What follows belongs to an exercise in optimizing a design on an open flow for small area; a production flow would make more cautious choices. Only simulation tests tie the RTL to the original design; equivalence was not proved. The clock input has no modelled driver; a real chip could not lean on it and would need a root buffer or a full tree. Power and IR drop assume default switching activity.

[design/flow/flow/run.sh]
#!/bin/bash
# Layout flow: the standard flow with
#  - the combinational logic mapped by an area-oriented ABC script,
#  - minimum-size port buffers,
#  - a clock tree without dummy loads.
set -euo pipefail
F=$PWD/flow
export AREA_ABC_SCRIPT=$F/area.abc
bash standard.sh \
  SYNTH_SCRIPT=$F/synth_area.tcl ADDER_MAP_FILE= \
  "BUFFER_PORTS_ARGS=-buffer_cell sky130_fd_sc_hd__buf_1" \
  "CTS_ARGS=-repair_clock_nets -dont_use_dummy_load -buf_list sky130_fd_sc_hd__clkbuf_8" \
  finish > flow.log 2>&1
[design/flow/flow/area.abc]
strash
&get -n
&deepsyn -T 10 -S 1
&put
dch -f
map -a
topo
dnsize
[design/flow/flow/synth_area.tcl]
# The standard synthesis (synth_recipe.tcl), with the combinational logic
# mapped by an area-oriented ABC script. Registers are untouched by abc, so
# they come out exactly as in the standard synthesis.
proc synth {args} { yosys synth -nofsm -noshare {*}$args }
proc abc {args} {
  set i [lsearch -exact $args -script]
  if {$i >= 0} {
    set args [lreplace $args [expr {$i + 1}] [expr {$i + 1}] $::env(AREA_ABC_SCRIPT)]
  }
  yosys abc {*}$args
}
source $::env(SCRIPTS_DIR)/synth.tcl
# left out here: clear keep_hierarchy, flatten, clean up, hide names made inside functions, write 1_2_yosys.v
[design/flow/standard.sh]
#!/bin/bash
# synth_recipe.tcl (not shown) runs the flow's synth.tcl, then flattens the netlist and writes it again
# the make line also repeats each setting of config.mk as NAME=value (left out here)
make -C /OpenROAD-flow-scripts/flow DESIGN_CONFIG=/design/flow/config.mk WORK_HOME=/design/flow/orfs CLKGATE_MAP_FILE= SYNTH_SCRIPT=/design/flow/synth_recipe.tcl "${@:-finish}"
[design/flow/config.mk]
export PLATFORM = sky130hd
export DESIGN_NAME = polynom_solver_top
export DESIGN_NICKNAME = polynom_solver_top
export VERILOG_FILES = /design/flow/design.v
export SDC_FILE = /design/flow/constraint.sdc
export NUM_CORES = 4
export LEC_CHECK = 0
export CAP_MARGIN = 20
export CORE_MARGIN = 2
export CORE_UTILIZATION = 40
export PLACE_DENSITY = 0.6
export SLEW_MARGIN = 20
[design/flow/constraint.sdc]
create_clock -name core_clock -period 10.0 [get_ports {clk}]
set_input_delay 2.0000 -clock core_clock [delete_from_list [all_inputs] [get_ports {clk}]]
set_output_delay 2.0000 -clock core_clock [all_outputs]
set_load 0.01 [all_outputs]
[design/flow/design.v]
module polynom_solver_top
(
	input clk,
	input reset_n,
	input start,
	input [1:0] sw,
	output [3:0] sel,
	output [7:0] sseg
);
reg [8:0] l;
reg [2:0] u;
wire l_z8   = (l[7:0] == 8'd0);
wire l_last = l_z8 & l[8];           
always @(posedge clk or negedge reset_n)
	if (!reset_n) begin
		l <= 9'd0;
		u <= 3'd0;
	end else begin
		l <= {l[7:0], l[8] ^ l[4] ^ l_z8};
		if (l_last) u <= u + 1'b1;
	end
wire tick = l_z8 & ~l[8] & (u == 3'd0);
reg [1:0] sync;
reg db;
reg [1:0] c;
wire e = sync[1] ^ db;
always @(posedge clk or negedge reset_n)
	if (!reset_n) begin
		sync <= 2'b00;
		db <= 1'b0;
		c <= 2'b00;
	end else begin
		sync <= {sync[0], ~start};
		if (!e) c <= 2'b00;
		else if (c == 2'b00 || tick) c <= c + 1'b1;
		if (e && tick && c == 2'b11) db <= ~db;
	end
reg [1:0] p;
reg [3:0] k;
reg [1:0] a;        
reg valid;          
wire idle = (p == 2'b00);
wire done = (p == 2'b11);
wire conv = (p == 2'b10);
wire x3 = (k[1:0] == 2'b11);
always @(posedge clk or negedge reset_n)
	if (!reset_n) begin
		p <= 2'b00;
		k <= 4'd0;
		a <= 2'd0;
		valid <= 1'b0;
	end else begin
		case (p)
			2'b00: if (db) p <= 2'b01;
			2'b01: if (x3) p <= 2'b11;
			2'b11: p <= 2'b10;
			2'b10: if (k == 4'd15) p <= 2'b00;
		endcase
		k[1:0] <= idle ? sw : k[1:0] + 1'b1;
		k[3:2] <= idle ? ~sw : done ? 2'b00 : conv ? k[3:2] + x3 : k[3:2];
		if (done) a <= k[3:2];
		if (done) valid <= 1'b1;
	end
wire [3:0] s = conv ? k : {4{valid}};
reg [3:0] d1, d0;   
always @*
	case ({a, s})
		6'd15: begin d1 = 4'd0; d0 = 4'd1; end    
		6'd29: begin d1 = 4'd0; d0 = 4'd1; end    
		6'd30: begin d1 = 4'd0; d0 = 4'd3; end
		6'd31: begin d1 = 4'd0; d0 = 4'd6; end
		6'd43: begin d1 = 4'd0; d0 = 4'd1; end    
		6'd44: begin d1 = 4'd0; d0 = 4'd2; end
		6'd45: begin d1 = 4'd0; d0 = 4'd5; end
		6'd46: begin d1 = 4'd1; d0 = 4'd0; end
		6'd47: begin d1 = 4'd2; d0 = 4'd1; end
		6'd58: begin d1 = 4'd0; d0 = 4'd1; end    
		6'd59: begin d1 = 4'd0; d0 = 4'd3; end
		6'd60: begin d1 = 4'd0; d0 = 4'd6; end
		6'd61: begin d1 = 4'd1; d0 = 4'd3; end
		6'd62: begin d1 = 4'd2; d0 = 4'd6; end
		6'd63: begin d1 = 4'd5; d0 = 4'd2; end
		default: begin d1 = 4'd0; d0 = 4'd0; end
	endcase
wire [1:0] dsel = {u[1], u[0]};    
wire [3:0] digit = dsel[1] ? 4'd0 : (dsel[0] ? d1 : d0);
reg [6:0] seg;
always @*
	case (digit)
		4'd0: seg = 7'b0000001;
		4'd1: seg = 7'b1001111;
		4'd2: seg = 7'b0010010;
		4'd3: seg = 7'b0000110;
		4'd5: seg = 7'b0100100;
		default: seg = 7'b0100000;    
	endcase
assign sel = ~(4'b0001 << dsel);
assign sseg = {1'b1, seg};    
endmodule
==> flow_metrics.env, run 1 <==
export IMPL_post_route_drc_count=0
export IMPL_rsz0062_at_grt="no"
export IMPL_ctsHoldBuffers=0
export IMPL_cp_startpoint="p[1]"
export IMPL_grt_pass1_wl_um=3691
export IMPL_cp_depth=14
export IMPL_power_density_nw_per_um2=131.3
export IMPL_pre_cts_ws_ns=5.256
export IMPL_vias_per_cell=5.016
export IMPL_clock_path_buffers=2
export IMPL_grt_usage_pct=14.44
export IMPL_finalCritPeriodShare_pct=50.70
export IMPL_nets=159
export IMPL_drt_total_wl_um=2003
export IMPL_tightest_slew_ns=0.6934
export IMPL_synth_top_area_share_pct=55.97
export IMPL_critPathCaptureType="output port"
export IMPL_cts_repair_resized=0
export IMPL_post_cts_buffers=0
export IMPL_clk_pin_slew_ns=0.07
export IMPL_clockRootBuffer="clkbuf_8"
export IMPL_setup_violations=0
export IMPL_clock_latency_ns=0.27
export IMPL_fin_ws_ns=4.930
export IMPL_power_mw=0.1696
export IMPL_cts_sinks=26
export IMPL_drt_wirelength_per_cell_um=10.95
export IMPL_post_route_util_pct=46.82
export IMPL_regToRegEndpoint="db"
export IMPL_fp_dieW_um=57.91
export IMPL_fmax_ghz=0.1972
export IMPL_startpoint_type="flip-flop"
export IMPL_antenna_found_initial=0
export IMPL_ios=17
export IMPL_grt_max_degree=27
export IMPL_first_pass_iters=4
export IMPL_areaGrowthSynthToFinish_pct=11.09
export IMPL_synth_edff_count=0
export IMPL_initial_core_util_pct=42.15
export IMPL_place_gp_congestion=0.8520
export IMPL_cp_slowest_cell="or3_2"
export IMPL_worst_r2r_setup_slack_ns=7.65
export IMPL_die_area_um2=3353
export IMPL_run_status="timing/DRC/antenna clean"
export IMPL_syn_inst=135
export IMPL_path_cells="clkinv_1 > nor2_1 > clkinv_1 > nor2_1 > nor2_1 > clkinv_1 > a211oi_1 > or3_2 > nand2_1 > nand2_1 > o32ai_1 > clkinv_1 > a21oi_1 > buf_1"
export IMPL_cp_arrival_ns=3.07
export IMPL_period_minus_slack_ns=5.070
export IMPL_worstPathRequired_ns=8.00
export IMPL_hold_path_class="flip-flop to flip-flop"
export IMPL_rr_worst_depth=9
export IMPL_cp_common_cell="clkinv_1"
export IMPL_synthFlopType="dfrtp_1"
export IMPL_p_leak_nw=0.5353
export IMPL_slew_headroom_pct=53.35
export IMPL_cts_inserted_buffers=3
export IMPL_drv_slew=0
export IMPL_diodes=0
export IMPL_ys_seq_area_share_pct=55.97
export IMPL_row_count=19
export IMPL_drt_iter0_markers=26
export IMPL_yosys_top_cells_count="dfrtp_1 (26), clkinv_1 (25), nand2_1 (20)"
export IMPL_layout_drive_gt1_share_pct=3.289
export IMPL_clock_skew_ns=0.009514
export IMPL_dp_hpwl_um=1542
export IMPL_drtAntennaViolNets=0
export IMPL_crit_type="flip-flop to output port"
export IMPL_path_delay_family="simple AND/OR/NAND/NOR gates"
export IMPL_num_vias=918
export IMPL_cpPeakStageDelay_ns=0.44
export IMPL_final_cell_area_um2=1291
export IMPL_io_buffer_count=15
export IMPL_synth_cell_types=21
export IMPL_cp_max_fo=5
export IMPL_dieHeight_um=57.91
export IMPL_htreeDepth=1
export IMPL_r2r_start="l[1]"
export IMPL_fin_hold_ws_ns=0.3514
export IMPL_first_global_vias=904
export IMPL_syn_area_um2=1162
export IMPL_path_buf_inv=5
export IMPL_cts_tree="yes"
export IMPL_crit_end="sseg[1]"
export IMPL_core_um2=2758
export IMPL_hold_violations=0
export IMPL_instances_no_fill=183
export IMPL_fin_setup_tns_ns=0
export IMPL_maxCapViolCount=0
export IMPL_synthArstFlopShare_pct=100.0
export IMPL_dp_cells=180
export IMPL_dpl_cell_area_um2=1250
export IMPL_synth_most_common_cell="dfrtp_1"
export IMPL_synth_top_area_cell="dfrtp_1"
export IMPL_netlist_top_cells_area="dfrtp_1 (56%), clkinv_1 (8.1%), nand2_1 (6.5%)"
export IMPL_synth_avg_cell_area_um2=8.610
export IMPL_synth_seq_cells=26
export IMPL_grt_overflow=0
export IMPL_yosys_warnings=1
export IMPL_peakVddDrop_mv=0.07989
export IMPL_synth_nets=140
==> cell families (layout without fill, tap and decap cells) <==
family,Yosys count,in the layout,share of synthesized area (%)
simple gates,55,55,20.67
buf+inv,27,44,9.365
flops,26,26,55.97
compound gates,22,22,10.66
xor+xnor,4,4,3.015
other cells,1,1,0.3226
==> worst min path at each step <==
stage,to,slack (ns),cells past startpoint,from
2_1_floorplan,sync[1],0.33,0,sync[0]
3_3_place_gp,sync[1],0.33,0,sync[0]
3_5_place_dp,sync[1],0.34,0,sync[0]
4_1_cts,sync[1],0.36,0,sync[0]
5_1_grt,sync[1],0.37,0,sync[0]
6_report,sync[1],0.35,0,sync[0]
==> worst reg2reg max path: cells and delay by family (launching register included) <==
kind,cells,cell delay [ns]
buffers and inverters,2,0.21
AO/OA/AOI/OAI,1,0.10
AND/OR/NAND/NOR,6,1.54
flip-flops,1,0.38
==> metal layers <==
layer  up-vias  share of wire [%]  wire (um)  global-route usage [%]
li1        471                  -          -                       -
met1       413                 49        977                   19.15
met2        29                 44        880                   21.92
met3         5                5.2        105                   2.902
met4         0                2.0         40                   8.638
met5         -                  0          0                       0
==> placed cells by master, fill, tap and decap left out, drive strengths merged <==
| cell type | n |
|---|---|
| nand3 | 4 |
| nand2 | 20 |
| nor3 | 8 |
| nor3b | 1 |
| buf | 16 |
| xnor2 | 1 |
| a31oi | 1 |
| dfrtp | 26 |
| a221o | 1 |
| or3 | 1 |
| nor4 | 3 |
| o21ai | 10 |
| or4 | 1 |
| o32ai | 1 |
| xor2 | 3 |
| conb | 1 |
| a21oi | 7 |
| clkbuf | 3 |
| nor2 | 17 |
| clkinv | 25 |
| a211oi | 1 |
| o22ai | 1 |
==> cell type report <==
| cell class | instances | area (um^2) |
|---|---|---|
| clock buffer | 3 | 41.29 |
| inverter | 25 | 93.84 |
| sequential | 26 | 650.6 |
| timing repair buffer | 16 | 63.81 |
| fill | 283 | 1466 |
| multi-input combinational | 82 | 402.9 |
| tap | 31 | 38.79 |
==> where the power goes <==
part           internal [mW]  switching, mW
Combinational        0.00172        0.00403
Sequential             0.106        0.00111
Clock                 0.0269         0.0293
==> registers in the layout (all words and copies together), names as in the netlist <==
register / cells
a: 2
valid: 1
sync: 2
c: 2
db: 1
u: 3
l: 9
k: 4
p: 2
==> inputs of run 2 (changes only) <==
--- a/design/flow/flow/run.sh
+++ b/design/flow/flow/run.sh
@@ -9,5 +9,5 @@
 bash standard.sh \
   SYNTH_SCRIPT=$F/synth_area.tcl ADDER_MAP_FILE= \
   "BUFFER_PORTS_ARGS=-buffer_cell sky130_fd_sc_hd__buf_1" \
-  "CTS_ARGS=-repair_clock_nets -dont_use_dummy_load -buf_list sky130_fd_sc_hd__clkbuf_8" \
+  "CTS_ARGS=-sink_clustering_enable -sink_clustering_size 30 -sink_clustering_max_diameter 200 -repair_clock_nets -dont_use_dummy_load -buf_list sky130_fd_sc_hd__clkbuf_8" \
   finish > flow.log 2>&1
==> run 2 against run 1 <==
Still clean on timing, DRC and antenna. Worst hold slack stayed put. Clock power barely moved. Flip-flop and latch count stayed put. Fmax unchanged. Non-clock buffer count unchanged. Combinational power about the same. Via count unchanged. Design area stayed put. First-iteration DRC count stayed put. Clock-buffer cell count is the same. Global-route usage did not move.
==> flow_metrics.env, run 2 <==
export IMPL_run_status="timing/DRC/antenna clean"
export IMPL_dp_hpwl_um=1542
export IMPL_regToRegEndpoint="db"
export IMPL_ctsHoldBuffers=0
export IMPL_first_global_vias=904
export IMPL_startpoint_type="flip-flop"
export IMPL_p_leak_nw=0.5353
export IMPL_yosys_warnings=1
export IMPL_clock_latency_ns=0.27
export IMPL_grt_overflow=0
export IMPL_num_vias=918
export IMPL_core_um2=2758
export IMPL_areaGrowthSynthToFinish_pct=11.09
export IMPL_synth_top_area_cell="dfrtp_1"
export IMPL_critPathCaptureType="output port"
export IMPL_layout_commonest_cell="dfrtp_1"
export IMPL_hold_path_class="flip-flop to flip-flop"
export IMPL_fillers=283
export IMPL_maxCapViolCount=0
export IMPL_synth_avg_cell_area_um2=8.610
export IMPL_synth_cell_types=21
export IMPL_clock_path_buffers=2
export IMPL_rsz0062_at_grt="no"
export IMPL_grt_max_degree=27
export IMPL_layout_drive_gt1_share_pct=3.289
export IMPL_synthFlopType="dfrtp_1"
export IMPL_hold_violations=0
export IMPL_timing_hold_worst_start="sync[0]"
export IMPL_clockRootBuffer="clkbuf_8"
export IMPL_fp_dieW_um=57.91
export IMPL_clk_pin_slew_ns=0.07
export IMPL_synth_edff_count=0
export IMPL_ff_latch_area_um2=650.6
export IMPL_dieHeight_um=57.91
export IMPL_r2r_start="l[1]"
export IMPL_drv_slew=0
export IMPL_reg_top3="l x9, k x4, u x3"
export IMPL_period_minus_slack_ns=5.070
export IMPL_ios=17
export IMPL_drtAntennaViolNets=0
export IMPL_post_route_drc_count=0
export IMPL_instances_no_fill=183
export IMPL_antenna_found_initial=0
export IMPL_tightest_slew_ns=0.6934
export IMPL_io_buffer_count=15
export IMPL_synth_top_area_share_pct=55.97
export IMPL_synth_seq_cells=26
export IMPL_cts_sinks=26
export IMPL_htreeDepth=1
export IMPL_syn_area_um2=1162
export IMPL_final_cell_mix="dfrtp_1 (26), clkinv_1 (25), nand2_1 (20), nor2_1 (17), buf_1 (15)"
export IMPL_worstPathRequired_ns=8.00
export IMPL_grt_pass1_wl_um=3691
export IMPL_hold_end="sync[1]"
export IMPL_ys_seq_area_share_pct=55.97
export IMPL_syn_inst=135
export IMPL_yosys_top_cells_count="dfrtp_1 (26), clkinv_1 (25), nand2_1 (20)"
export IMPL_diodes=0
export IMPL_post_route_util_pct=46.82
export IMPL_nets=159
export IMPL_dp_cells=180
export IMPL_multi_input_area_um2=402.9
export IMPL_crit_type="flip-flop to output port"
export IMPL_first_pass_iters=4
export IMPL_slew_headroom_pct=53.35
export IMPL_power_density_nw_per_um2=131.3
export IMPL_cts_inserted_buffers=3
export IMPL_drt_iter0_markers=26
export IMPL_dpl_cell_area_um2=1250
export IMPL_rr_worst_depth=9
export IMPL_worst_r2r_setup_slack_ns=7.65
export IMPL_die_area_um2=3353
export IMPL_fin_setup_tns_ns=0
export IMPL_cp_max_fo=5
export IMPL_clock_skew_ns=0.009514
export IMPL_synth_nets=140
export IMPL_cts_tree="yes"
export IMPL_fmax_ghz=0.1972
export IMPL_cts_repair_resized=0
export IMPL_holdPathStages=0
export IMPL_grt_usage_pct=14.44
export IMPL_drt_wirelength_per_cell_um=10.95
export IMPL_vias_per_cell=5.016
export IMPL_top_register="l"
export IMPL_place_gp_congestion=0.8520
export IMPL_post_cts_buffers=0
export IMPL_drt_total_wl_um=2003
export IMPL_netlist_top_cells_area="dfrtp_1 (56%), clkinv_1 (8.1%), nand2_1 (6.5%)"
export IMPL_initial_core_util_pct=42.15
export IMPL_peakVddDrop_mv=0.07989
export IMPL_setup_violations=0
export IMPL_row_count=19
export IMPL_synthArstFlopShare_pct=100.0
export IMPL_finalCritPeriodShare_pct=50.70
export IMPL_final_cell_area_um2=1291
export IMPL_synth_most_common_cell="dfrtp_1"
export IMPL_cp_arrival_ns=3.07
export IMPL_largest_register_ffs=9
run 2: cell counts after synthesis:
Identical to the previous run, type by type.
run 2: how the worst max path moves through the flow:
stage / from / endpoint / slack (ns) / cells past startpoint
2_1_floorplan: p[1] / sseg[6] / 5.22 / 12
3_3_place_gp: p[1] / sseg[4] / 5.39 / 14
3_5_place_dp: p[1] / sseg[1] / 5.26 / 14
4_1_cts: p[1] / sseg[1] / 4.96 / 14
5_1_grt: p[1] / sseg[1] / 4.57 / 14
6_report: p[1] / sseg[1] / 4.93 / 14
run 2: cell families (layout without fill, tap and decap cells):
kind of cell	count (synthesis)	after routing	share of synthesized area, %
and+or+nand+nor	55	55	20.67
buffers and inverters	27	44	9.365
DFF	26	26	55.97
AOI/OAI and AO/OA	22	22	10.66
xor gates and xnor gates	4	4	3.015
other	1	1	0.3226
run 2: metrics by stage:
step                hold slack, ns  setup WS, ns  power, mW
global route                0.3730         4.570     0.1783
detailed placement          0.3381         5.256     0.1157
floorplan                   0.3312         5.223     0.1123
global placement            0.3348         5.391     0.1155
CTS                         0.3558         4.965     0.1730
finish                      0.3514         4.930     0.1696
run 2: layer usage:
metal  vias to the layer above  GRT usage (%)  share of wire (%)  wire (um)
li1                        471              -                  -          -
met1                       413          19.15                 49        977
met2                        29          21.92                 44        880
met3                         5          2.902                5.2        105
met4                         0          8.638                2.0         40
met5                         -              0                  0          0
run 2: where the power goes:
group	leakage [nW]	internal [mW]	total, mW	switching (mW)
registers	0.324	0.106	0.108	0.00111
logic	0.189	0.00172	0.00575	0.00403
clock network	0.0216	0.0269	0.0562	0.0293
run 2: layout make-up:
cell class	count	area share, %
tap	31	3.004
inverter	25	7.267
clock buffer	3	3.198
timing repair buffer	16	4.942
sequential	26	50.39
multi-input combinational	82	31.20
run 2: critical path: stages, from the launching register on:
cell and delay (ns):
dfrtp_1 0.40, clkinv_1 0.09, nor2_1 0.21, clkinv_1 0.18
nor2_1 0.22, nor2_1 0.11, clkinv_1 0.06, a211oi_1 0.08
or3_2 0.44, nand2_1 0.12, nand2_1 0.06, o32ai_1 0.37
clkinv_1 0.16, a21oi_1 0.15, buf_1 0.16
==> inputs of run 3 (changes only) <==
==> design/flow/flow/run.sh (replaced) <==
#!/bin/bash
# Layout flow: the standard flow with
#  - the combinational logic mapped by an area-oriented ABC script,
#  - minimum-size port buffers,
#  - a clock tree without dummy loads.
set -euo pipefail
F=$PWD/flow
export AREA_ABC_SCRIPT=$F/area.abc
bash standard.sh \
  SYNTH_SCRIPT=$F/synth_area.tcl ADDER_MAP_FILE= \
  "BUFFER_PORTS_ARGS=-buffer_cell sky130_fd_sc_hd__buf_1" \
  "CTS_ARGS=-sink_clustering_enable -sink_clustering_size 30 -sink_clustering_max_diameter 200 -repair_clock_nets -dont_use_dummy_load -buf_list sky130_fd_sc_hd__clkbuf_16 -root_buf sky130_fd_sc_hd__clkbuf_16" \
  finish > flow.log 2>&1
==> run 3 against run 2 <==
Synthesized cell count is the same. Sequential power is essentially flat. Largest power group unchanged. Global-route usage grew 0.62 points. Critical path depth is the same. Synthesized area is the same. Worst setup slack gained 0.018 ns. Combinational power is essentially flat. Largest cell class unchanged. Worst hold slack lost 0.0044 ns. Clock skew shrank 0.0031 ns. Fmax grew 0.36%.
==> flow_metrics.env, run 3 <==
export IMPL_run_status="timing/DRC/antenna clean"
export IMPL_num_vias=916
export IMPL_startpoint_type="flip-flop"
export IMPL_power_switching_mw=0.03780
export IMPL_grt_max_degree=27
export IMPL_dp_hpwl_um=1542
export IMPL_comb_power_share_pct=2.9
export IMPL_drv_slew=0
export IMPL_sw_frac_of_total_pct=18.99
export IMPL_pre_cts_ws_ns=5.256
export IMPL_path_delay_family="simple AND/OR/NAND/NOR gates"
export IMPL_grt_pass1_wl_um=3746
export IMPL_vias_per_cell=5.005
export IMPL_first_global_vias=909
export IMPL_fin_hold_ws_ns=0.3469
export IMPL_synth_xor_area_share_pct=3.014
export IMPL_fp_dieW_um=57.91
export IMPL_cp_common_cell="clkinv_1"
export IMPL_maxCapViolCount=0
export IMPL_setup_violations=0
export IMPL_path_cells="clkinv_1 > nor2_1 > clkinv_1 > nor2_1 > nor2_1 > clkinv_1 > a211oi_1 > or3_2 > nand2_1 > nand2_1 > o32ai_1 > clkinv_1 > a21oi_1 > buf_1"
export IMPL_synth_seq_cells=26
export IMPL_synth_top_family_by_area="simple AND/OR/NAND/NOR gates"
export IMPL_worst_r2r_setup_slack_ns=7.66
export IMPL_clock_path_buffers=2
export IMPL_post_cts_buffers=0
export IMPL_crit_type="flip-flop to output port"
export IMPL_holdPathStages=0
export IMPL_clock_latency_ns=0.26
export IMPL_slew_headroom_pct=53.35
export IMPL_synth_adder_area_share_pct=0
export IMPL_p_leak_nw=0.5507
export IMPL_clk_pin_slew_ns=0.05
export IMPL_antenna_found_initial=0
export IMPL_initial_core_util_pct=42.15
export IMPL_grt_overflow=0
export IMPL_reg_top3="l x9, k x4, u x3"
export IMPL_cpPeakStageDelay_ns=0.44
export IMPL_yosys_warnings=1
export IMPL_fin_setup_tns_ns=0
export IMPL_cts_sinks=26
export IMPL_drt_iter0_markers=34
export IMPL_syn_area_um2=1162
export IMPL_cts_repair_resized=0
export IMPL_rr_worst_depth=9
export IMPL_dp_cells=180
export IMPL_ios=17
export IMPL_cp_slowest_cell="or3_2"
export IMPL_grt_usage_pct=15.06
export IMPL_post_route_drc_count=0
export IMPL_cts_inserted_buffers=3
export IMPL_clock_skew_ns=0.006448
export IMPL_power_density_nw_per_um2=150.3
export IMPL_power_mw=0.1991
export IMPL_hold_violations=0
export IMPL_synth_cell_types=21
export IMPL_rsz0062_at_grt="no"
export IMPL_nets=159
export IMPL_tightest_slew_ns=0.6934
export IMPL_dpl_cell_area_um2=1250
export IMPL_synth_compound_area_share_pct=10.66
export IMPL_fmax_ghz=0.1980
export IMPL_netlist_top_cells_area="dfrtp_1 (56%), clkinv_1 (8.1%), nand2_1 (6.5%)"
export IMPL_row_count=19
export IMPL_synth_nets=140
export IMPL_dieHeight_um=57.91
export IMPL_synthMuxAreaShare_pct=0
export IMPL_diodes=0
export IMPL_synth_most_common_cell="dfrtp_1"
export IMPL_hold_path_class="flip-flop to flip-flop"
export IMPL_drt_wirelength_per_cell_um=11.17
export IMPL_p_int_mw=0.1613
export IMPL_cp_max_fo=5
export IMPL_final_cell_area_um2=1325
export IMPL_post_synth_and_or_nand_nor_area_fraction_pct=20.67
export IMPL_final_cell_mix="dfrtp_1 (26), clkinv_1 (25), nand2_1 (20), nor2_1 (17), buf_1 (15)"
export IMPL_synthArstFlopShare_pct=100.0
export IMPL_synth_top_area_cell="dfrtp_1"
export IMPL_core_um2=2758
export IMPL_finalCritPeriodShare_pct=50.52
export IMPL_seqPwrFrac_pct=54.1
export IMPL_ctsHoldBuffers=0
export IMPL_layout_commonest_cell="dfrtp_1"
export IMPL_fillers=279
export IMPL_worstPathRequired_ns=8.00
export IMPL_io_buffer_count=15
export IMPL_post_route_util_pct=48.05
export IMPL_top_register="l"
export IMPL_instances_no_fill=183
export IMPL_synth_top_area_share_pct=55.97
export IMPL_clockPowerShare_pct=43.0
export IMPL_clockRootBuffer="clkbuf_16"
export IMPL_layout_drive_gt1_share_pct=3.289
export IMPL_peakVddDrop_mv=0.09664
export IMPL_synth_edff_count=0
export IMPL_cp_arrival_ns=3.05
export IMPL_cp_depth=14
export IMPL_die_area_um2=3353
export IMPL_cts_tree="yes"
export IMPL_fin_ws_ns=4.948
export IMPL_areaGrowthSynthToFinish_pct=13.99
export IMPL_yosys_top_cells_count="dfrtp_1 (26), clkinv_1 (25), nand2_1 (20)"
export IMPL_largest_register_ffs=9
export IMPL_period_minus_slack_ns=5.052
export IMPL_path_buf_inv=5
export IMPL_htreeDepth=1
export IMPL_synth_avg_cell_area_um2=8.610
export IMPL_synthFlopType="dfrtp_1"
export IMPL_ys_seq_area_share_pct=55.97
export IMPL_first_pass_iters=4
export IMPL_drt_total_wl_um=2045
export IMPL_place_gp_congestion=0.8520
export IMPL_critPathCaptureType="output port"
export IMPL_drtAntennaViolNets=0
export IMPL_syn_inst=135
run 3: cell types whose count changed in the layout (fill, tap and decap cells not counted):
cell and change:
clkbuf_16 +3, clkbuf_8 -3
run 3: area by class of cell:
| cell class | instances | area [um^2] | share of cell area (%) |
|---|---|---|---|
| Timing Repair Buffer | 16 | 63.81 | 4.816 |
| Sequential cell | 26 | 650.6 | 49.10 |
| Multi-Input combinational cell | 82 | 402.9 | 30.41 |
| Tap cell | 31 | 38.79 | 2.927 |
| Clock buffer | 3 | 75.07 | 5.666 |
| Inverter | 25 | 93.84 | 7.082 |
run 3: final timing paths:
path	end	start
worst max-delay path	sseg[1]	p[1]
worst min register to register	sync[1]	sync[0]
worst min-delay path	sync[1]	sync[0]
min in group asynchronous	l[3]	reset_n
max in group asynchronous	k[1]	reset_n
worst max register to register	db	l[1]
run 3: cell families (layout without fill, tap and decap cells):
logic type             Yosys count  in the layout
other                            1              1
AO/OA/AOI/OAI                   22             22
buffers and inverters           27             44
flip-flops                      26             26
AND/OR/NAND/NOR                 55             55
XOR/XNOR                         4              4
run 3: worst register-to-register path, stage by stage (launching register included):
cell and delay, ns:
dfrtp_1 0.37, or4_1 0.52, nor4_1 0.27, clkinv_1 0.11, nor2_1 0.11, clkinv_1 0.10
nor4_1 0.31, nand2_1 0.14, nor2_1 0.19, o21ai_0 0.10
run 3: metal layers:
metal	routed length, um	global-route usage (%)
met1	981	19.44
met3	140	4.911
met2	876	21.75
met5	0	0
met4	47	9.635
run 3: power by group through the flow:
stage / Sequential (mW) / Clock (mW) / Combinational (mW)
after CTS: 0.108 / 0.0890 / 0.00600
after floorplan: 0.109 / 0 / 0.00285
after global placement: 0.110 / 0 / 0.00584
after detailed placement: 0.110 / 0 / 0.00601
final: 0.108 / 0.0856 / 0.00576
after global routing: 0.108 / 0.0933 / 0.00695
==> inputs of run 4 (changes only) <==
==> design/flow/run.sh (new file) <==
#!/bin/bash
# synth_recipe.tcl (not shown) runs the flow's synth.tcl, then flattens the netlist and writes it again
# the make line also repeats each setting of config.mk as NAME=value (left out here)
make -C /OpenROAD-flow-scripts/flow DESIGN_CONFIG=/design/flow/config.mk WORK_HOME=/design/flow/orfs CLKGATE_MAP_FILE= SYNTH_SCRIPT=/design/flow/synth_recipe.tcl finish
removed: design/flow/flow/run.sh
removed: design/flow/flow/area.abc
removed: design/flow/flow/synth_area.tcl
removed: design/flow/standard.sh
==> run 4 against run 3 <==
Via count grew 30%. Worst hold slack better by 0.0071 ns. Wire length up 46%. Cell count increased by 21%. Fmax shrank 5.7%. Still clean.
==> flow_metrics.env, run 4 <==
export IMPL_fin_hold_ws_ns=0.3541
export IMPL_cp_arrival_ns=3.35
export IMPL_clock_latency_ns=0.26
export IMPL_synth_seq_cells=26
export IMPL_diodes=0
export IMPL_grt_overflow=0
export IMPL_drtAntennaViolNets=0
export IMPL_io_buffer_count=15
export IMPL_place_gp_congestion=0.9481
export IMPL_syn_inst=163
export IMPL_yosys_warnings=1
export IMPL_first_pass_iters=4
export IMPL_peakVddDrop_mv=0.06580
export IMPL_clockPowerShare_pct=37.6
export IMPL_worstPathRequired_ns=8.00
export IMPL_dp_hpwl_um=2292
export IMPL_fp_dieW_um=68.33
export IMPL_rsz0062_at_grt="no"
export IMPL_fin_ws_ns=4.646
export IMPL_grt_usage_pct=15.09
export IMPL_synth_adder_area_share_pct=11.26
export IMPL_grt_pass1_wl_um=5375
export IMPL_cp_common_cell="ha_1"
export IMPL_synth_most_common_cell="dfrtp_1"
export IMPL_path_cells="inv_1 > ha_1 > and2b_1 > a21oi_1 > ha_1 > and3b_2 > o31ai_1 > and3_1 > nor3b_1 > clkdlybuf4s50_1"
export IMPL_synth_edff_count=0
export IMPL_row_count=23
export IMPL_nets=192
export IMPL_grt_max_degree=27
export IMPL_sw_frac_of_total_pct=22.62
export IMPL_largest_register_ffs=9
export IMPL_p_int_mw=0.1755
export IMPL_critPathCaptureType="output port"
export IMPL_layout_drive_gt1_share_pct=10.47
export IMPL_power_density_nw_per_um2=122.3
export IMPL_cts_inserted_buffers=3
export IMPL_drt_iter0_markers=157
export IMPL_ff_latch_area_um2=650.6
export IMPL_layout_commonest_cell="dfrtp_1"
export IMPL_period_minus_slack_ns=5.354
export IMPL_synthMuxAreaShare_pct=4.535
export IMPL_startpoint_type="flip-flop"
export IMPL_synth_nets=182
export IMPL_synth_top_family_by_area="simple AND/OR/NAND/NOR gates"
export IMPL_hold_path_class="flip-flop to flip-flop"
export IMPL_areaGrowthSynthToFinish_pct=12.02
export IMPL_fin_setup_tns_ns=0
export IMPL_hold_violations=0
export IMPL_drt_total_wl_um=2993
export IMPL_clk_pin_slew_ns=0.09
export IMPL_vias_per_cell=5.383
export IMPL_post_route_drc_count=0
export IMPL_synth_top_area_share_pct=39.30
export IMPL_netlist_top_cells_area="dfrtp_1 (39%), ha_1 (11%), inv_1 (3.9%)"
export IMPL_drt_wirelength_per_cell_um=13.48
export IMPL_crit_type="flip-flop to output port"
export IMPL_comb_power_share_pct=11.7
export IMPL_clockRootBuffer="clkbuf_8"
export IMPL_power_switching_mw=0.05130
export IMPL_setup_violations=0
export IMPL_post_cts_buffers=0
export IMPL_ios=17
export IMPL_post_synth_and_or_nand_nor_area_fraction_pct=17.61
export IMPL_synthArstFlopShare_pct=100.0
export IMPL_seqPwrFrac_pct=50.7
export IMPL_run_status="timing/DRC/antenna clean"
export IMPL_antenna_found_initial=0
export IMPL_fmax_ghz=0.1868
export IMPL_multi_input_area_um2=860.8
export IMPL_pre_cts_ws_ns=4.990
export IMPL_yosys_top_cells_count="dfrtp_1 (26), inv_1 (17), ha_1 (14)"
export IMPL_cp_slowest_cell="clkdlybuf4s50_1"
export IMPL_cpPeakStageDelay_ns=0.57
export IMPL_ctsHoldBuffers=0
export IMPL_synth_cell_types=54
export IMPL_first_global_vias=1190
export IMPL_htreeDepth=1
export IMPL_p_leak_nw=0.7849
export IMPL_core_um2=4000
export IMPL_finalCritPeriodShare_pct=53.54
export IMPL_top_register="l"
export IMPL_num_vias=1195
export IMPL_maxCapViolCount=0
export IMPL_slew_headroom_pct=61.74
export IMPL_cp_max_fo=15
export IMPL_synth_avg_cell_area_um2=10.16
export IMPL_synth_xor_area_share_pct=3.175
export IMPL_clock_skew_ns=0.004042
export IMPL_cts_tree="yes"
export IMPL_fillers=376
export IMPL_dieHeight_um=68.33
export IMPL_initial_core_util_pct=41.38
export IMPL_clock_path_buffers=2
export IMPL_reg_top3="l x9, k x4, u x3"
export IMPL_ys_seq_area_share_pct=39.30
export IMPL_final_cell_mix="dfrtp_1 (26), inv_1 (17), ha_1 (14), clkdlybuf4s50_1 (14), nor2_1 (11)"
export IMPL_tightest_slew_ns=0.5740
export IMPL_drv_slew=0
export IMPL_synth_top_area_cell="dfrtp_1"
export IMPL_syn_area_um2=1655
export IMPL_cts_repair_resized=0
export IMPL_synth_compound_area_share_pct=15.19
export IMPL_die_area_um2=4669
export IMPL_synthFlopType="dfrtp_1"
export IMPL_cts_sinks=26
[run 4: logic make-up after synthesis]
family,Yosys count
adders and majority gates,15
muxes,7
and+or+nand+nor,48
AOI/OAI and AO/OA,33
DFF,26
other,1
buffers and inverters,27
xor gates and xnor gates,6
[run 4: worst max-delay path, delay by kind of cell, from the launching register on]
kind / cells / cell delay [ns]
AO/OA/AOI/OAI: 2 / 0.24
adder cells (fa/ha/maj): 2 / 0.69
flip-flops: 1 / 0.42
buffers and inverters: 2 / 0.66
AND/OR/NAND/NOR: 4 / 1.06
[run 4: cell type report]
type | count | share of cell area, %
Clock buffer | 3 | 2.227
Clock inverter | 1 | 1.619
Inverter | 17 | 3.441
Multi-Input combinational cell | 110 | 46.42
Sequential cell | 26 | 35.09
Tap cell | 50 | 3.374
Timing Repair Buffer | 15 | 7.827
[run 4: path summary, 6_finish.rpt]
path / from / end / slack [ns] / cells past startpoint
min in group asynchronous: reset_n / k[2] / 1.72 / 1
hold reg to reg: sync[0] / sync[1] / 0.35 / 0
max in group asynchronous: reset_n / a[1] / 7.90 / 1
hold / removal: sync[0] / sync[1] / 0.35 / 0
setup reg to reg: l[4] / u[1] / 8.17 / 4
setup / recovery: p[0] / sseg[4] / 4.65 / 10
[run 4: metal layers]
layer  global-route usage, %  vias to the layer above  wire length, um
met3                   2.138                        4              109
met5                       0                        -                0
li1                        -                      583                -
met1                   18.56                      575             1313
met2                   27.18                       33             1533
met4                   4.500                        0               36
[run 4: stage by stage]
step	utilization (%)	cell area (um^2)	power, mW	cells
final	46.36	1854	0.2268	222
after global routing	46.36	1854	0.2396	222
after CTS	46.36	1854	0.2305	222
after detailed placement	44.57	1783	0.1446	218
after global placement	44.70	1788	0.1404	218
after floorplan	-	1655	0.1366	163
[run 4: power groups by stage]
stage / logic [mW] / clock network, mW / registers (mW)
after floorplan: 0.0221 / 0 / 0.115
after global placement: 0.0239 / 0 / 0.117
after detailed placement: 0.0274 / 0 / 0.117
after CTS: 0.0276 / 0.0878 / 0.115
after global routing: 0.0312 / 0.0927 / 0.116
final: 0.0266 / 0.0853 / 0.115
==> inputs of run 5 (changes only) <==
==> design/flow/flow/run.sh (new file) <==
#!/bin/bash
# Layout flow: the standard flow with
#  - the combinational logic mapped by an area-oriented ABC script,
#  - minimum-size port buffers,
#  - a clock tree of a single buffer (CTS tree collapsed after CTS).
set -euo pipefail
F=$PWD/flow
export AREA_ABC_SCRIPT=$F/area.abc
bash standard.sh \
  SYNTH_SCRIPT=$F/synth_area.tcl ADDER_MAP_FILE= \
  "BUFFER_PORTS_ARGS=-buffer_cell sky130_fd_sc_hd__buf_1" \
  "CTS_ARGS=-sink_clustering_enable -repair_clock_nets -dont_use_dummy_load -buf_list sky130_fd_sc_hd__clkbuf_8" \
  POST_CTS_TCL=$F/clock_one_buffer.tcl \
  finish > flow.log 2>&1
==> design/flow/flow/area.abc (new file) <==
strash
&get -n
&deepsyn -T 10 -S 1
&put
dch -f
map -a
topo
dnsize
==> design/flow/flow/clock_one_buffer.tcl (new file) <==
# POST_CTS hook: collapse the clock tree that CTS built (a root buffer and
# leaf buffers) into the root buffer alone, driving every register clock pin.
# The clock port still drives only the root buffer.
set block [ord::get_db_block]
set port_net [$block findNet clk]
set root ""
foreach it [$port_net getITerms] {
  if {[string match "sky130_fd_sc_hd__clkbuf_*" [[$it getInst] getMaster] getName]]} {
    set root [$it getInst]
  }
}
if {$root eq ""} { error "no root clock buffer found" }
set root_net [[$root findITerm X] getNet]
set leaves {}
foreach it [$root_net getITerms] {
  set inst [$it getInst]
  if {$inst ne $root && [string match "sky130_fd_sc_hd__clkbuf_*" [[$inst getMaster] getName]]} {
    lappend leaves $inst
  }
}
foreach leaf $leaves {
  set leaf_net [[$leaf findITerm X] getNet]
  foreach it [$leaf_net getITerms] {
    if {[$it getInst] ne $leaf} {
      $it disconnect
      $it connect $root_net
    }
  }
  [$leaf findITerm A] disconnect
  [$leaf findITerm X] disconnect
  odb::dbInst_destroy $leaf
  odb::dbNet_destroy $leaf_net
}
puts "clock_one_buffer: removed [llength $leaves] leaf buffers, root [$root getName] drives [llength [$root_net getITerms]] pins"
detailed_placement
check_placement -verbose
estimate_parasitics -placement
report_clock_min_period
==> design/flow/flow/synth_area.tcl (new file) <==
# The standard synthesis (synth_recipe.tcl), with the combinational logic
# mapped by an area-oriented ABC script. Registers are untouched by abc, so
# they come out exactly as in the standard synthesis.
proc synth {args} { yosys synth -nofsm -noshare {*}$args }
proc abc {args} {
  set i [lsearch -exact $args -script]
  if {$i >= 0} {
    set args [lreplace $args [expr {$i + 1}] [expr {$i + 1}] $::env(AREA_ABC_SCRIPT)]
  }
  yosys abc {*}$args
}
source $::env(SCRIPTS_DIR)/synth.tcl
# left out here: clear keep_hierarchy, flatten, clean up, hide names made inside functions, write 1_2_yosys.v
==> design/flow/standard.sh (new file) <==
#!/bin/bash
# synth_recipe.tcl (not shown) runs the flow's synth.tcl, then flattens the netlist and writes it again
# the make line also repeats each setting of config.mk as NAME=value (left out here)
make -C /OpenROAD-flow-scripts/flow DESIGN_CONFIG=/design/flow/config.mk WORK_HOME=/design/flow/orfs CLKGATE_MAP_FILE= SYNTH_SCRIPT=/design/flow/synth_recipe.tcl "${@:-finish}"
removed: design/flow/run.sh
==> run 5 against run 4 <==
The run now fails in clock tree synthesis. Synthesized cell count fell by 17%. Synthesized area fell by 30%.
==> flow_metrics.env, run 5 <==
export IMPL_run_status="stopped before the end"
export IMPL_lastStage="clock tree synthesis"
export IMPL_tool_error="Error: cts.tcl, 90 invalid character \"]\""
export IMPL_cts_sinks=26
export IMPL_synth_avg_cell_area_um2=8.610
export IMPL_synth_most_common_cell="dfrtp_1"
export IMPL_place_gp_congestion=0.8520
export IMPL_syn_inst=135
export IMPL_synth_top_area_share_pct=55.97
export IMPL_syn_area_um2=1162
export IMPL_fp_dieW_um=57.91
export IMPL_initial_core_util_pct=42.15
export IMPL_ios=17
export IMPL_synthFlopType="dfrtp_1"
export IMPL_netlist_top_cells_area="dfrtp_1 (56%), clkinv_1 (8.1%), nand2_1 (6.5%)"
export IMPL_dp_hpwl_um=1542
export IMPL_dieHeight_um=57.91
export IMPL_yosys_top_cells_count="dfrtp_1 (26), clkinv_1 (25), nand2_1 (20)"
export IMPL_synth_nets=140
export IMPL_ys_seq_area_share_pct=55.97
export IMPL_synth_seq_cells=26
export IMPL_synth_top_area_cell="dfrtp_1"
export IMPL_synth_cell_types=21
export IMPL_yosys_warnings=1
export IMPL_synthArstFlopShare_pct=100.0
export IMPL_io_buffer_count=15
export IMPL_pre_cts_ws_ns=5.256
export IMPL_synth_edff_count=0
export IMPL_row_count=19
==> run 5: power by group through the flow <==
stage / clock, mW / sequential [mW] / combinational, mW
after detailed placement: 0 / 0.110 / 0.00601
after global placement: 0 / 0.110 / 0.00584
after floorplan: 0 / 0.109 / 0.00285
==> run 5: cells by family after synthesis <==
group | share of synthesized area, %
AND/OR/NAND/NOR | 20.67
buffers and inverters | 9.365
flip-flops | 55.97
AO/OA/AOI/OAI | 10.66
XOR/XNOR | 3.015
other | 0.3226
==> run 5: worst max-delay path by stage <==
stage	startpoint	to	slack (ns)	cells after the start
2_1_floorplan	p[1]	sseg[6]	5.22	12
3_3_place_gp	p[1]	sseg[4]	5.39	14
3_5_place_dp	p[1]	sseg[1]	5.26	14
==> run 5: metrics by stage <==
step | util [%] | cell area, um^2 | instances
2_1_floorplan | - | 1162 | 135
3_3_place_gp | 45.33 | 1250 | 180
3_5_place_dp | 45.33 | 1250 | 180
==> inputs of run 6 (changes only) <==
--- a/design/flow/flow/clock_one_buffer.tcl
+++ b/design/flow/flow/clock_one_buffer.tcl
@@ -1,11 +1,12 @@
 # POST_CTS hook: collapse the clock tree that CTS built (a root buffer and
-# leaf buffers) into the root buffer alone, driving every register clock pin.
+# leaf buffers) into the root buffer alone, sized up to clkbuf_16, driving
+# every register clock pin.
 # The clock port still drives only the root buffer.
 set block [ord::get_db_block]
 set port_net [$block findNet clk]
 set root ""
 foreach it [$port_net getITerms] {
-  if {[string match "sky130_fd_sc_hd__clkbuf_*" [[$it getInst] getMaster] getName]]} {
+  if {[string match "sky130_fd_sc_hd__clkbuf_*" [[[$it getInst] getMaster] getName]]} {
     set root [$it getInst]
   }
 }
@@ -31,6 +32,8 @@
   odb::dbInst_destroy $leaf
   odb::dbNet_destroy $leaf_net
 }
+# one strong buffer keeps the register clock-pin slew low
+$root swapMaster [[ord::get_db] findMaster sky130_fd_sc_hd__clkbuf_16]
 puts "clock_one_buffer: removed [llength $leaves] leaf buffers, root [$root getName] drives [llength [$root_net getITerms]] pins"
 detailed_placement
 check_placement -verbose
--- a/design/flow/config.mk
+++ b/design/flow/config.mk
@@ -7,6 +7,6 @@
 export LEC_CHECK = 0
 export CAP_MARGIN = 20
 export CORE_MARGIN = 2
-export CORE_UTILIZATION = 40
+export CORE_UTILIZATION = 22
 export PLACE_DENSITY = 0.6
 export SLEW_MARGIN = 20
==> run 6 against run 5 <==
Now clean on timing, DRC and antenna. Synthesized area unchanged. Synthesized cell count unchanged.
==> flow_metrics.env, run 6 <==
export IMPL_maxCapViolCount=0
export IMPL_synth_seq_cells=26
export IMPL_dp_hpwl_um=1610
export IMPL_fillers=563
export IMPL_worstPathRequired_ns=8.00
export IMPL_core_um2=5107
export IMPL_cp_max_fo=5
export IMPL_finalCritPeriodShare_pct=49.49
export IMPL_drt_iter0_markers=66
export IMPL_clk_pin_slew_ns=0.10
export IMPL_initial_core_util_pct=22.76
export IMPL_reg_top3="l x9, k x4, u x3"
export IMPL_synth_compound_area_share_pct=10.66
export IMPL_vias_per_cell=4.091
export IMPL_row_count=26
export IMPL_synth_adder_area_share_pct=0
export IMPL_crit_type="flip-flop to output port"
export IMPL_synthArstFlopShare_pct=100.0
export IMPL_layout_commonest_cell="dfrtp_1"
export IMPL_fin_setup_tns_ns=0
export IMPL_ys_seq_area_share_pct=55.97
export IMPL_diodes=0
export IMPL_post_route_drc_count=0
export IMPL_cts_sinks=26
export IMPL_synth_xor_area_share_pct=3.014
export IMPL_clock_skew_ns=0.004981
export IMPL_synth_avg_cell_area_um2=8.610
export IMPL_io_buffer_count=15
export IMPL_grt_pass1_wl_um=3670
export IMPL_power_density_nw_per_um2=119.1
export IMPL_grt_use_met3_pct=1.647
export IMPL_place_gp_congestion=0.8723
export IMPL_drt_wirelength_per_cell_um=9.464
export IMPL_run_status="timing/DRC/antenna clean"
export IMPL_grt_usage_pct=8.759
export IMPL_cp_arrival_ns=2.95
export IMPL_drtAntennaViolNets=0
export IMPL_num_vias=900
export IMPL_setup_violations=0
export IMPL_fp_dieW_um=76.69
export IMPL_yosys_warnings=1
export IMPL_startpoint_type="flip-flop"
export IMPL_syn_area_um2=1162
export IMPL_post_synth_and_or_nand_nor_area_fraction_pct=20.67
export IMPL_peakVddDrop_mv=0.06286
export IMPL_synth_top_area_cell="dfrtp_1"
export IMPL_synthMuxAreaShare_pct=0
export IMPL_synth_top_area_share_pct=55.97
export IMPL_slew_headroom_pct=49.70
export IMPL_nets=157
export IMPL_synth_edff_count=0
export IMPL_synth_nets=140
export IMPL_synth_most_common_cell="dfrtp_1"
export IMPL_synthFlopType="dfrtp_1"
export IMPL_hold_path_class="flip-flop to flip-flop"
export IMPL_drv_slew=0
export IMPL_syn_inst=135
export IMPL_rsz0062_at_grt="no"
export IMPL_largest_register_ffs=9
export IMPL_first_pass_iters=5
export IMPL_use_met1_pct=11.81
export IMPL_tightest_slew_ns=0.7476
export IMPL_dieHeight_um=76.69
export IMPL_netlist_top_cells_area="dfrtp_1 (56%), clkinv_1 (8.1%), nand2_1 (6.5%)"
export IMPL_first_global_vias=856
export IMPL_grt_overflow=0
export IMPL_worst_r2r_setup_slack_ns=7.68
export IMPL_power_mw=0.1577
export IMPL_clock_latency_ns=0.16
export IMPL_ios=17
export IMPL_areaGrowthSynthToFinish_pct=13.89
export IMPL_antenna_found_initial=0
export IMPL_grt_busiest_layer="met2"
export IMPL_p_leak_nw=0.5261
export IMPL_grt_max_degree=27
export IMPL_yosys_top_cells_count="dfrtp_1 (26), clkinv_1 (25), nand2_1 (20)"
export IMPL_final_cell_mix="dfrtp_1 (26), clkinv_1 (25), nand2_1 (20), nor2_1 (17), buf_1 (15)"
export IMPL_top_register="l"
export IMPL_grtUsageMet2_pct=14.47
export IMPL_die_area_um2=5881
export IMPL_synth_cell_types=21
export IMPL_layout_drive_gt1_share_pct=2.000
export IMPL_fmax_ghz=0.2021
export IMPL_drt_total_wl_um=2082
export IMPL_critPathCaptureType="output port"
export IMPL_period_minus_slack_ns=4.949
export IMPL_synth_top_family_by_area="simple AND/OR/NAND/NOR gates"
export IMPL_hold_violations=0
[run 6: cell counts after synthesis]
Identical to the previous run, type by type.
[run 6: metal layers]
layer | vias to the layer above | wire [um] | share of wire (%)
met5 | - | 0 | 0
met4 | 0 | 27 | 1.3
met2 | 25 | 896 | 43
met3 | 2 | 131 | 6.3
li1 | 469 | - | -
met1 | 404 | 1027 | 49
[run 6: cell families (layout without fill, tap and decap cells)]
kind of cell	count (synthesis)	after routing
XOR/XNOR	4	4
buffers and inverters	27	42
other	1	1
AND/OR/NAND/NOR	55	55
AO/OA/AOI/OAI	22	22
flip-flops	26	26
[run 6: final timing paths]
kind | start | endpoint | cells past startpoint
max | p[1] | sseg[4] | 14
min | sync[0] | sync[1] | 0
max reg2reg | l[1] | db | 10
min reg2reg | sync[0] | sync[1] | 0
max in group asynchronous | reset_n | u[0] | 2
min in group asynchronous | reset_n | sync[0] | 2
[run 6: per-stage QoR]
step | instances | setup WS (ns) | cell area (um^2) | hold WS, ns | utilization (%)
6_report | 220 | 5.051 | 1324 | 0.3566 | 25.92
3_5_place_dp | 219 | 5.245 | 1299 | 0.3364 | 25.43
3_3_place_gp | 219 | 5.367 | 1299 | 0.3336 | 25.43
5_1_grt | 220 | 4.566 | 1324 | 0.3713 | 25.92
2_1_floorplan | 135 | 5.223 | 1162 | 0.3312 | -
[run 6: final cells by class]
| class | count | area, um^2 | share of cell area [%] |
|---|---|---|---|
| sequential | 26 | 650.6 | 49.15 |
| inverter | 25 | 93.84 | 7.089 |
| multi-input combinational | 82 | 402.9 | 30.43 |
| clock buffer | 1 | 25.02 | 1.890 |
| tap | 70 | 87.58 | 6.616 |
| timing repair buffer | 16 | 63.81 | 4.820 |
[run 6: where the power goes]
group / switching (mW) / total, mW / internal (mW)
clock network: 0.0259 / 0.0443 / 0.0184
registers: 0.00113 / 0.108 / 0.106
logic: 0.00400 / 0.00572 / 0.00172
[run 6: critical path, stage by stage (launching register included)]
cell	delay, ns
dfrtp_1	0.42
clkinv_1	0.10
nor2_1	0.20
clkinv_1	0.18
nor2_1	0.20
nor2_1	0.10
clkinv_1	0.06
a211oi_1	0.08
or3_2	0.44
nand2_1	0.11
nand2_1	0.05
o32ai_1	0.39
clkinv_1	0.16
nor3_1	0.15
buf_1	0.17
==> inputs of run 7 (changes only) <==
--- a/design/flow/flow/run.sh
+++ b/design/flow/flow/run.sh
@@ -1,11 +1,13 @@
 #!/bin/bash
 # Layout flow: the standard flow with
-#  - the combinational logic mapped by an area-oriented ABC script,
+#  - the combinational logic mapped by an area-oriented ABC script (best of
+#    several seeds),
 #  - minimum-size port buffers,
 #  - a clock tree of a single buffer (CTS tree collapsed after CTS).
 set -euo pipefail
 F=$PWD/flow
 export AREA_ABC_SCRIPT=$F/area.abc
+export AREA_ABC_SEEDS="1 2 3 4 5 6"
 bash standard.sh \
   SYNTH_SCRIPT=$F/synth_area.tcl ADDER_MAP_FILE= \
   "BUFFER_PORTS_ARGS=-buffer_cell sky130_fd_sc_hd__buf_1" \
==> design/flow/flow/area.abc (replaced) <==
strash
&get -n
&deepsyn -J 100 -S @SEED@
&put
dch -f
map -a
topo
dnsize
==> design/flow/flow/synth_area.tcl (replaced) <==
# The standard synthesis (synth_recipe.tcl), with the combinational logic
# mapped by an area-oriented ABC script. abc does not touch the registers, so
# they come out exactly as in the standard synthesis. The ABC script is run
# with several random seeds and the smallest mapped result is kept.
proc synth {args} { yosys synth -nofsm -noshare {*}$args }
proc design_area {liberty} {
  set s [tee -q -s result.string stat -liberty $liberty]
  if {![regexp {Chip area for module '[^']*': ([0-9.]+)} $s -> area]} { error "no area in stat" }
  return $area
}
proc abc {args} {
  set i [lsearch -exact $args -script]
  set l [lsearch -exact $args -liberty]
  set liberty [lindex $args [expr {$l + 1}]]
  set fh [open $::env(AREA_ABC_SCRIPT) r]
  set template [read $fh]
  close $fh
  yosys design -save abc_in
  set best -1
  foreach seed $::env(AREA_ABC_SEEDS) {
    yosys design -load abc_in
    set script $::env(RESULTS_DIR)/area_abc_$seed.script
    set fh [open $script w]
    puts $fh [string map [list @SEED@ $seed] $template]
    close $fh
    yosys abc {*}[lreplace $args [expr {$i + 1}] [expr {$i + 1}] $script]
    set area [design_area $liberty]
    puts "area-oriented abc, seed $seed: area $area"
    if {$best < 0 || $area < $best} {
      set best $area
      yosys design -save abc_best
    }
  }
  yosys design -load abc_best
  puts "area-oriented abc: kept area $best"
}
source $::env(SCRIPTS_DIR)/synth.tcl
# left out here: clear keep_hierarchy, flatten, clean up, hide names made inside functions, write 1_2_yosys.v
==> run 7 against run 6 <==
Combinational power down 2%. First-iteration DRC count up 62%. Via count down 4.3%. Design area down 2.2%. Highest routed layer unchanged. Still clean on timing, DRC and antenna. Sequential share of layout area up 1.1 points. Register-to-register slack worse by 0.04 ns. Wire length down 11%. Largest power group unchanged. Clock-buffer cell count unchanged. Fmax up 19%.
==> flow_metrics.env, run 7 <==
export IMPL_run_status="timing/DRC/antenna clean"
export IMPL_syn_area_um2=1134
export IMPL_final_cell_mix="dfrtp_1 (26), clkinv_1 (22), nor2_1 (22), buf_1 (15), nand2_1 (14)"
export IMPL_grt_overflow=0
export IMPL_finalCritPeriodShare_pct=41.66
export IMPL_first_pass_iters=4
export IMPL_crit_type="flip-flop to output port"
export IMPL_hold_violations=0
export IMPL_fin_setup_tns_ns=0
export IMPL_drt_wirelength_per_cell_um=8.741
export IMPL_grt_usage_pct=8.516
export IMPL_dieHeight_um=75.78
export IMPL_cts_sinks=26
export IMPL_peakVddDrop_mv=0.06762
export IMPL_layout_drive_gt1_share_pct=2.817
export IMPL_synth_xor_area_share_pct=4.636
export IMPL_clock_latency_ns=0.16
export IMPL_dpl_cell_area_um2=1270
export IMPL_reg_top3="l x9, k x4, u x3"
export IMPL_p_leak_nw=0.5382
export IMPL_synth_nets=132
export IMPL_synth_top_area_share_pct=57.40
export IMPL_grt_max_degree=27
export IMPL_first_global_vias=708
export IMPL_drt_iter0_markers=107
export IMPL_final_cell_area_um2=1295
export IMPL_antenna_found_initial=0
export IMPL_nets=149
export IMPL_num_vias=861
export IMPL_core_um2=5042
export IMPL_synth_adder_area_share_pct=0
export IMPL_synthArstFlopShare_pct=100.0
export IMPL_critPathCaptureType="output port"
export IMPL_hold_path_class="flip-flop to flip-flop"
export IMPL_synth_compound_area_share_pct=11.48
export IMPL_synth_seq_cells=26
export IMPL_layout_commonest_cell="dfrtp_1"
export IMPL_power_density_nw_per_um2=120.2
export IMPL_areaGrowthSynthToFinish_pct=14.24
export IMPL_row_count=26
export IMPL_initial_core_util_pct=22.48
export IMPL_startpoint_type="flip-flop"
export IMPL_diodes=0
export IMPL_largest_register_ffs=9
export IMPL_rsz0062_at_grt="no"
export IMPL_synth_most_common_cell="dfrtp_1"
export IMPL_synth_top_family_by_area="simple AND/OR/NAND/NOR gates"
export IMPL_synth_edff_count=0
export IMPL_ys_seq_area_share_pct=57.40
export IMPL_syn_inst=127
export IMPL_drtAntennaViolNets=0
export IMPL_synth_top_area_cell="dfrtp_1"
export IMPL_die_area_um2=5743
export IMPL_yosys_top_cells_count="dfrtp_1 (26), clkinv_1 (22), nor2_1 (22)"
export IMPL_drt_total_wl_um=1853
export IMPL_clock_skew_ns=0.003399
export IMPL_io_buffer_count=15
export IMPL_worstPathRequired_ns=8.00
export IMPL_synth_cell_types=20
export IMPL_period_minus_slack_ns=4.166
export IMPL_place_gp_congestion=0.9257
export IMPL_synthMuxAreaShare_pct=0
export IMPL_synthFlopType="dfrtp_1"
export IMPL_post_synth_and_or_nand_nor_area_fraction_pct=17.55
export IMPL_cp_arrival_ns=2.17
export IMPL_ios=17
export IMPL_yosys_warnings=1
export IMPL_grt_pass1_wl_um=3153
export IMPL_top_register="l"
export IMPL_vias_per_cell=4.061
export IMPL_maxCapViolCount=0
export IMPL_dp_hpwl_um=1481
export IMPL_fp_dieW_um=75.78
export IMPL_setup_violations=0
export IMPL_post_route_drc_count=0
export IMPL_clk_pin_slew_ns=0.09
export IMPL_drv_slew=0
export IMPL_netlist_top_cells_area="dfrtp_1 (57%), clkinv_1 (7.3%), nor2_1 (7.3%)"
export IMPL_synth_avg_cell_area_um2=8.926
export IMPL_fmax_ghz=0.2401
export IMPL_fillers=543
export IMPL_cp_max_fo=4
==> run 7: cell count changes in the layout (fill, tap and decap cells not counted), sizes merged, moves of 2 or more <==
cell	change
xor2	+2
clkinv	-3
nand2	-6
a21oi	+2
nor2	+5
or2	+2
nand3	-2
nor3	-5
==> run 7: final timing paths <==
check / start / to / slack, ns / cells after the start
worst max-delay path: p[1] / sseg[1] / 5.83 / 10
worst min-delay path: sync[0] / sync[1] / 0.36 / 0
worst max register to register: l[1] / db / 7.64 / 10
worst min register to register: sync[0] / sync[1] / 0.36 / 0
max in group asynchronous: reset_n / l[5] / 7.94 / 2
min in group asynchronous: reset_n / a[0] / 1.82 / 2
==> run 7: final cells by class <==
class / count / area, um^2 / area share, %
inverter: 22 / 82.58 / 6.377
tap: 70 / 87.58 / 6.763
sequential: 26 / 650.6 / 50.24
clock buffer: 1 / 25.02 / 1.932
timing repair buffer: 16 / 63.81 / 4.928
multi-input combinational: 77 / 385.4 / 29.76
==> run 7: per-layer routing <==
metal	share of wire, %	global-route usage (%)	vias to the layer above
li1	-	-	441
met1	50	12.39	403
met2	45	13.22	15
met3	4.2	1.984	2
met4	0.76	1.170	0
met5	0	0	-
==> run 7: per-stage QoR <==
| step | setup slack (ns) | power (mW) | hold slack, ns | cells | utilization, % |
|---|---|---|---|---|---|
| 6_report | 5.834 | 0.1556 | 0.3593 | 212 | 25.68 |
| 5_1_grt | 5.502 | 0.1645 | 0.3813 | 212 | 25.68 |
| 3_5_place_dp | 6.031 | 0.1156 | 0.3410 | 211 | 25.19 |
| 3_3_place_gp | 6.091 | 0.1156 | 0.3363 | 211 | 25.19 |
| 2_1_floorplan | 6.187 | 0.1122 | 0.3312 | 127 | - |
==> run 7: kinds of logic (layout without fill, tap and decap cells) <==
group | after synthesis | count (layout)
other | 1 | 1
and+or+nand+nor | 47 | 47
xor gates and xnor gates | 6 | 6
DFF | 26 | 26
buffers and inverters | 24 | 39
AOI/OAI and AO/OA | 23 | 23
==> run 7: power breakdown <==
group | switching, mW | total (mW) | internal, mW | leakage, nW
Combinational | 0.00393 | 0.00562 | 0.00169 | 0.201
Clock | 0.0241 | 0.0425 | 0.0184 | 0.0123
Sequential | 0.00105 | 0.108 | 0.106 | 0.324
==> run 7: worst max-delay path, cell delays in order, from the launching register on <==
cell and delay (ns):
dfrtp_1 0.40, clkinv_1 0.09, nor2_1 0.20, clkinv_1 0.15, nor2_1 0.18, xor2_1 0.31
nor2_1 0.07, a21oi_1 0.13, a21oi_1 0.12, o21ai_0 0.19, buf_1 0.17
==> inputs of run 8 (changes only) <==
--- a/design/flow/flow/run.sh
+++ b/design/flow/flow/run.sh
@@ -8,6 +8,7 @@
 F=$PWD/flow
 export AREA_ABC_SCRIPT=$F/area.abc
 export AREA_ABC_SEEDS="1 2 3 4 5 6"
+export AREA_ABC_MAPS="dch -f; amap|dch; amap|dch -f; map -a; topo; dnsize"
 bash standard.sh \
   SYNTH_SCRIPT=$F/synth_area.tcl ADDER_MAP_FILE= \
   "BUFFER_PORTS_ARGS=-buffer_cell sky130_fd_sc_hd__buf_1" \
==> design/flow/flow/area.abc (replaced) <==
strash
&get -n
&deepsyn -J 100 -S @SEED@
&put
@MAP@
--- a/design/flow/flow/synth_area.tcl
+++ b/design/flow/flow/synth_area.tcl
@@ -1,7 +1,8 @@
 # The standard synthesis (synth_recipe.tcl), with the combinational logic
 # mapped by an area-oriented ABC script. abc does not touch the registers, so
 # they come out exactly as in the standard synthesis. The ABC script is run
-# with several random seeds and the smallest mapped result is kept.
+# with several random seeds and technology mappings, and the smallest mapped
+# result is kept.
 proc synth {args} { yosys synth -nofsm -noshare {*}$args }
 proc design_area {liberty} {
   set s [tee -q -s result.string stat -liberty $liberty]
@@ -17,19 +18,23 @@
   close $fh
   yosys design -save abc_in
   set best -1
+  set n 0
   foreach seed $::env(AREA_ABC_SEEDS) {
+  foreach map [split $::env(AREA_ABC_MAPS) "|"] {
+    incr n
     yosys design -load abc_in
-    set script $::env(RESULTS_DIR)/area_abc_$seed.script
+    set script $::env(RESULTS_DIR)/area_abc_$n.script
     set fh [open $script w]
-    puts $fh [string map [list @SEED@ $seed] $template]
+    puts $fh [string map [list @SEED@ $seed @MAP@ $map] $template]
     close $fh
     yosys abc {*}[lreplace $args [expr {$i + 1}] [expr {$i + 1}] $script]
     set area [design_area $liberty]
-    puts "area-oriented abc, seed $seed: area $area"
+    puts "area-oriented abc, seed $seed, mapping '$map': area $area"
     if {$best < 0 || $area < $best} {
       set best $area
       yosys design -save abc_best
     }
+  }
   }
   yosys design -load abc_best
   puts "area-oriented abc: kept area $best"
--- a/design/flow/config.mk
+++ b/design/flow/config.mk
@@ -8,5 +8,6 @@
 export CAP_MARGIN = 20
 export CORE_MARGIN = 2
 export CORE_UTILIZATION = 22
+export GPL_TIMING_DRIVEN = 0
 export PLACE_DENSITY = 0.6
 export SLEW_MARGIN = 20
==> run 8 against run 7 <==
Still clean. Via count grew 4.5%. Critical path depth shrank 1. Worst hold slack lost 0.0014 ns. Worst setup slack lost 0.13 ns. Fmax shrank 3.0%. Non-clock buffer count grew 1. Combinational power grew 8.5%. Clock power grew 5.6%. Clock skew is essentially flat. Critical path type unchanged. Highest routed layer unchanged.
==> flow_metrics.env, run 8 <==
export IMPL_startpoint_type="flip-flop"
export IMPL_layout_drive_gt1_share_pct=2.963
export IMPL_grt_max_degree=27
export IMPL_fin_hold_ws_ns=0.3579
export IMPL_regToRegEndpoint="db"
export IMPL_synth_avg_cell_area_um2=9.347
export IMPL_period_minus_slack_ns=4.297
export IMPL_cpPeakStageDelay_ns=0.46
export IMPL_seqPwrFrac_pct=67.9
export IMPL_place_gp_congestion=0.9292
export IMPL_drt_total_wl_um=2025
export IMPL_clock_latency_ns=0.16
export IMPL_post_route_util_pct=26.72
export IMPL_largest_register_ffs=9
export IMPL_ys_seq_area_share_pct=58.49
export IMPL_power_density_nw_per_um2=124.3
export IMPL_rsz0062_at_grt="no"
export IMPL_top_register="l"
export IMPL_first_global_vias=769
export IMPL_run_status="timing/DRC/antenna clean"
export IMPL_comb_power_share_pct=3.8
export IMPL_cp_slowest_cell="nor2_1"
export IMPL_hold_path_class="flip-flop to flip-flop"
export IMPL_sw_frac_of_total_pct=20.25
export IMPL_netlist_top_cells_area="dfrtp_1 (58%), clkinv_1 (5.4%), nand2_1 (4.7%)"
export IMPL_ios=17
export IMPL_cp_startpoint="p[1]"
export IMPL_row_count=25
export IMPL_synth_nets=124
export IMPL_grt_pass1_wl_um=3394
export IMPL_synth_top_area_share_pct=58.49
export IMPL_synthFlopType="dfrtp_1"
export IMPL_clock_skew_ns=0.003280
export IMPL_clk_pin_slew_ns=0.10
export IMPL_num_vias=900
export IMPL_first_pass_iters=4
export IMPL_crit_end="sseg[1]"
export IMPL_die_area_um2=5641
export IMPL_critPathCaptureType="output port"
export IMPL_p_leak_nw=0.5124
export IMPL_yosys_warnings=1
export IMPL_drt_wirelength_per_cell_um=10.02
export IMPL_synthArstFlopShare_pct=100.0
export IMPL_diodes=0
export IMPL_final_cell_area_um2=1279
export IMPL_worstPathRequired_ns=8.00
export IMPL_rr_worst_depth=8
export IMPL_cp_arrival_ns=2.30
export IMPL_worst_r2r_setup_slack_ns=7.77
export IMPL_tightest_slew_ns=0.5612
export IMPL_crit_type="flip-flop to output port"
export IMPL_synth_cell_types=25
export IMPL_slew_headroom_pct=62.59
export IMPL_syn_area_um2=1112
export IMPL_synth_edff_count=0
export IMPL_power_mw=0.1590
export IMPL_dpl_cell_area_um2=1254
export IMPL_core_um2=4786
export IMPL_fin_ws_ns=5.703
export IMPL_post_route_drc_count=0
export IMPL_yosys_top_cells_count="dfrtp_1 (26), clkinv_1 (16), nand2_1 (14), nor2_1 (14), o21ai_0 (9)"
export IMPL_dp_cells=201
export IMPL_p_int_mw=0.1268
export IMPL_initial_core_util_pct=23.24
export IMPL_r2r_start="l[5]"
export IMPL_drtAntennaViolNets=0
export IMPL_maxCapViolCount=0
export IMPL_syn_inst=119
export IMPL_setup_violations=0
export IMPL_layout_commonest_cell="dfrtp_1"
export IMPL_cts_sinks=26
[run 8: changes by cell type after synthesis, sizes merged, moves of 2 or more]
cell	delta
a31oi	+5
clkinv	-6
nor2	-8
nor2b	+3
o22ai	+2
xor2	-4
[run 8: per-layer routing]
layer | up-vias | wire, um | GRT usage, %
met4 | 0 | 20 | 1.786
met5 | - | 0 | 0
li1 | 443 | - | -
met2 | 28 | 916 | 13.55
met3 | 2 | 96 | 1.606
met1 | 427 | 992 | 14.77
[run 8: worst min-delay path by stage]
| stage | from | end | slack, ns | cells past startpoint |
|---|---|---|---|---|
| after floorplan | sync[0] | sync[1] | 0.33 | 0 |
| after global placement | sync[0] | sync[1] | 0.33 | 0 |
| after detailed placement | sync[0] | sync[1] | 0.34 | 0 |
| after global routing | sync[0] | sync[1] | 0.38 | 0 |
| final | sync[0] | sync[1] | 0.36 | 0 |
[run 8: worst max-delay path, delay by kind of cell, from the launching register on]
| family | cells | cell delay, ns |
|---|---|---|
| compound gates | 4 | 0.61 |
| flops | 1 | 0.38 |
| simple gates | 3 | 0.88 |
| buf+inv | 2 | 0.26 |
[run 8: layout make-up]
type	instances	area [um^2]
plain buffers	2	15.01
clock buffers	1	25.02
fillers	510	3507
inverters	16	60.06
multi-input cells	75	386.6
flip-flops and latches	26	650.6
well taps	67	83.83
repair buffers	15	57.56
[run 8: cell families (layout without fill, tap and decap cells)]
logic type,count (synthesis),count (layout),share of synthesized area [%]
AOI/OAI and AO/OA,31,31,16.54
xor gates and xnor gates,1,1,0.7875
buffers and inverters,18,34,6.749
DFF,26,26,58.49
other,1,1,0.3371
and+or+nand+nor,42,42,17.10
[run 8: power groups by stage]
stage / Sequential (mW) / Combinational (mW) / Clock [mW]
finish: 0.108 / 0.00610 / 0.0449
global route: 0.108 / 0.00730 / 0.0513
detailed placement: 0.110 / 0.00636 / 0
global placement: 0.110 / 0.00619 / 0
floorplan: 0.110 / 0.00305 / 0

Re-timed with assumed drivers on the ports (clkbuf_16 on the clock, buf_2 on other inputs), run 8 has 5.675 ns of setup slack against 5.703 ns with ideal ports, and 5.862 ns once port delays also move by the mid clock arrival of 0.188 ns.
